Source: an optimization exercise on an open RTL-to-GDS flow (aim: small area). Production flows keep margins and buffers that such runs may drop. Only simulation tests tie the RTL to the original design; equivalence was not proved. Power is estimated from default activity; no workload was simulated.

==> flow/design.v (excerpt) <==
module ddr3_controller(
	dout, raddr, fillcount, validout, notfull, ready, ck_pad, ckbar_pad,
	cke_pad, csbar_pad, rasbar_pad, casbar_pad, webar_pad, ba_pad,
	a_pad, dm_pad, odt_pad, resetbar_pad,
	dq_out, dq_oe, dqs_out, dqsbar_out,
	clk, reset, read, cmd, sz, op, din, addr, initddr,
	dq_in, dq_valid
	);
	localparam [2:0]
		SCR = 3'b001,
		SCW = 3'b010,
		BLR = 3'b011,
		BLW = 3'b100,
		ATR = 3'b101,
		ATW = 3'b110;
	input         clk;
	input         reset;
	input         read;
	input  [2:0]  cmd;
	input  [15:0] din;
	input  [25:0] addr;
	input  [1:0]  sz;
	input  [2:0]  op;
	output [15:0] dout;
	output [25:0] raddr;
	output [5:0]  fillcount;
	output reg    validout;
	output        notfull;
	input         initddr;
	output        ready;
	output        ck_pad;
	output        ckbar_pad;
	output        cke_pad;
	output        csbar_pad;
	output        rasbar_pad;
	output        casbar_pad;
	output        webar_pad;
	output [2:0]  ba_pad;
	output [12:0] a_pad;
	output [15:0] dq_out;
	output        dq_oe;
	output [1:0]  dqs_out;
	output [1:0]  dqsbar_out;
	input  [15:0] dq_in;
	input         dq_valid;
	output [1:0]  dm_pad;
	output        odt_pad;
	output        resetbar_pad;
	reg ck_i;
	always @(posedge clk)
		if (reset) ck_i <= 0;
		else       ck_i <= ~ck_i;
	wire [15:0] IN_data_out;
	wire        IN_empty, IN_full, CMD_empty, CMD_full, RETURN_empty, RETURN_full;
	wire        IN_get, CMD_get, RETURN_put;
	wire [30:0] CMD_head;
	wire [25:0] RETURN_address;
	wire [15:0] RETURN_data;
	reg         IN_put, CMD_put;
	reg         IN_BLW_put;
	reg  [4:0]  IN_BLW_counter;
	FIFO_IN FIFO_IN (
		.clk(clk), .reset(reset), .data_in(din), .put(IN_put), .get(IN_get),
		.data_out(IN_data_out), .empty(IN_empty), .full(IN_full), .fillcount(fillcount));
  ...
Size in the first run: roughly 11000 cells after synthesis, ~170 I/O pins.
==> flow/config.mk <==
export PLATFORM = sky130hd
export DESIGN_NAME = ddr3_controller
export DESIGN_NICKNAME = ddr3_controller
export VERILOG_FILES = /design/flow/design.v
export SDC_FILE = /design/flow/constraint.sdc
export NUM_CORES = 4
export LEC_CHECK = 0
export CAP_MARGIN = 20
export CORE_MARGIN = 2
export CORE_UTILIZATION = 60
export CTS_CLUSTER_DIAMETER = 80
export CTS_CLUSTER_SIZE = 30
export PLACE_DENSITY = 0.75
export SLEW_MARGIN = 20
==> flow/constraint.sdc <==
create_clock -name core_clock -period 15.0 [get_ports {clk}]
set_input_delay 3.0000 -clock core_clock [delete_from_list [all_inputs] [get_ports {clk}]]
set_output_delay 3.0000 -clock core_clock [all_outputs]
set_load 0.01 [all_outputs]
standard.sh (not shown) runs the stock make flow with config.mk's settings and CLKGATE_MAP_FILE= SYNTH_SCRIPT=/design/flow/synth_recipe.tcl, a recipe that flattens the netlist after the stock synthesis.
==> flow/flow/run.sh <==
#!/bin/bash
# Layout flow: the standard ORFS flow (standard.sh) with these changes:
#  - ABC maps the logic with an area-oriented script (flow/abc_speed.script,
#    used in place of ORFS's scripts/abc_speed.script); the rest of the
#    synthesis, and so every register, is as in the standard synthesis;
#  - the port buffers are buf_1 cells (every input and output still gets one);
#  - clock tree synthesis uses clkbuf_8 cells, clusters up to 18 sinks within
#    60 um per leaf buffer,
#    and inserts no dummy loads.
set -euo pipefail
here=$(pwd)
rm -rf "$here/orfs_scripts"
cp -r "$FLOW_HOME/scripts" "$here/orfs_scripts"
cp "$here/flow/abc_speed.script" "$here/orfs_scripts/abc_speed.script"
export SCRIPTS_DIR="$here/orfs_scripts"
export BUFFER_PORTS_ARGS="-buffer_cell sky130_fd_sc_hd__buf_1"
export CTS_ARGS="-sink_clustering_enable -repair_clock_nets -sink_clustering_size 18 -sink_clustering_max_diameter 60 -buf_list sky130_fd_sc_hd__clkbuf_8 -dont_use_dummy_load"
bash standard.sh > standard.log 2>&1
==> flow/flow/abc_speed.script <==
&get -n
&st
&dch
&nf -a
&st
&syn2
&dch
&nf -a
&st
&syn2
&dch
&nf -a
&st
&syn2
&dch
&nf -a
&put
buffer -c
topo
stime -c
upsize -c
dnsize -c
The baseline completed with no timing, DRC or antenna violations.
Edit:
--- a/flow/flow/run.sh
+++ b/flow/flow/run.sh
@@ -7,2 +7 @@
-#  - clock tree synthesis uses clkbuf_8 cells, clusters up to 18 sinks within
-#    60 um per leaf buffer,
+#  - clock tree synthesis clusters up to 30 sinks within 80 um per leaf buffer
@@ -17 +16 @@
-export CTS_ARGS="-sink_clustering_enable -repair_clock_nets -sink_clustering_size 18 -sink_clustering_max_diameter 60 -buf_list sky130_fd_sc_hd__clkbuf_8 -dont_use_dummy_load"
+export CTS_ARGS="-sink_clustering_enable -repair_clock_nets -sink_clustering_size 30 -sink_clustering_max_diameter 80 -dont_use_dummy_load"
Effect: Fmax goes up by about 2.6%; non-clock buffer count rises by 1; register-to-register slack gets better by 20 ps.
Edit:
==> flow/run.sh (new file) <==
#!/bin/bash
# synth_recipe.tcl (not shown) runs the flow's synth.tcl, then flattens the netlist and writes it again
# the make line also repeats each setting of config.mk as NAME=value (left out here)
make -C /OpenROAD-flow-scripts/flow DESIGN_CONFIG=/design/flow/config.mk WORK_HOME=/design/flow/orfs CLKGATE_MAP_FILE= SYNTH_SCRIPT=/design/flow/synth_recipe.tcl finish
removed: flow/flow/run.sh
removed: flow/flow/abc_speed.script
removed: flow/standard.sh
Power went up by a few percent.
Worst setup slack is worse by 230 ps.
Global-route usage went up by 3.1 points.
Critical path depth went down by 13.
Sequential power stays flat.
Edit:
==> flow/flow/run.sh (new file) <==
#!/bin/bash
# Layout flow: the standard ORFS flow (standard.sh) with these changes:
#  - ABC maps the logic with an area-oriented script (flow/abc_speed.script,
#    used in place of ORFS's scripts/abc_speed.script); the rest of the
#    synthesis, and so every register, is as in the standard synthesis;
#  - the port buffers are buf_1 cells (every input and output still gets one);
#  - clock tree synthesis uses clkbuf_8 cells, clusters up to 18 sinks within
#    60 um per leaf buffer,
#    and inserts no dummy loads.
set -euo pipefail
here=$(pwd)
rm -rf "$here/orfs_scripts"
cp -r "$FLOW_HOME/scripts" "$here/orfs_scripts"
cp "$here/flow/abc_speed.script" "$here/orfs_scripts/abc_speed.script"
export SCRIPTS_DIR="$here/orfs_scripts"
export BUFFER_PORTS_ARGS="-buffer_cell sky130_fd_sc_hd__buf_1"
export CTS_ARGS="-sink_clustering_enable -repair_clock_nets -sink_clustering_size 18 -sink_clustering_max_diameter 60 -buf_list sky130_fd_sc_hd__clkbuf_8 -dont_use_dummy_load"
bash standard.sh > standard.log 2>&1
==> flow/flow/abc_speed.script (new file) <==
&get -n
&st
&dch
&nf -a
&st
&syn2
&dch
&nf -a
&st
&syn2
&dch
&nf -a
&st
&syn2
&dch
&nf -a
&put
buffer -c
topo
stime -c
upsize -c
dnsize -c
==> flow/standard.sh (new file) <==
#!/bin/bash
# synth_recipe.tcl (not shown) runs the flow's synth.tcl, then flattens the netlist and writes it again
# the make line also repeats each setting of config.mk as NAME=value (left out here)
make -C /OpenROAD-flow-scripts/flow DESIGN_CONFIG=/design/flow/config.mk WORK_HOME=/design/flow/orfs CLKGATE_MAP_FILE= SYNTH_SCRIPT=/design/flow/synth_recipe.tcl "${@:-finish}"
- CTS_CLUSTER_DIAMETER: 80 -> not set
- CTS_CLUSTER_SIZE: 30 -> not set
- PLACE_DENSITY: 0.75 -> 0.9
removed: flow/run.sh
The changed run finished clean.
Worst setup slack got worse by 92 ps.
Cell area falls by about 4%.
Register-to-register slack loses 230 ps.
Die area falls by 1.4%.
Synthesized cell count goes down by 1.0%.
Power shrinks by about 9%.
Global-route usage falls by 3.9 points.
Routed wire length is lower by 9.1%.
Non-clock buffer count drops by 64.
Synthesized area shrinks by about 1.4%.

-- port drivers added, routing unchanged --
In the flow no input, the clock included, has a driving cell. The finished layouts below were timed again as built, in two steps.
Step 1: set_driving_cell puts a clkbuf_16 on clk and a buf_2 on each other input, an assumption about the parent block.
Step 2 times the ports against the registers' clock, not the clock port: input delays grow and output delays shrink by t, the midpoint of the rising clock arrivals with the driver on.
Three values: no drivers, after step 1, after step 2; two values: the first two.
run	shift t [ns]	setup WS [ns]	worst register clock-pin slew, ns
the first run	1.142	6.869 / 6.774 / 7.916	0.12 / 0.12
the second run	0.938	7.078 / 6.986 / 7.924	0.12 / 0.12
the third run	0.970	6.845 / 6.746 / 7.716	0.12 / 0.12
the fourth run	1.142	6.752 / 6.663 / 7.804	0.12 / 0.12
After both steps setup and hold are still met in every run listed.
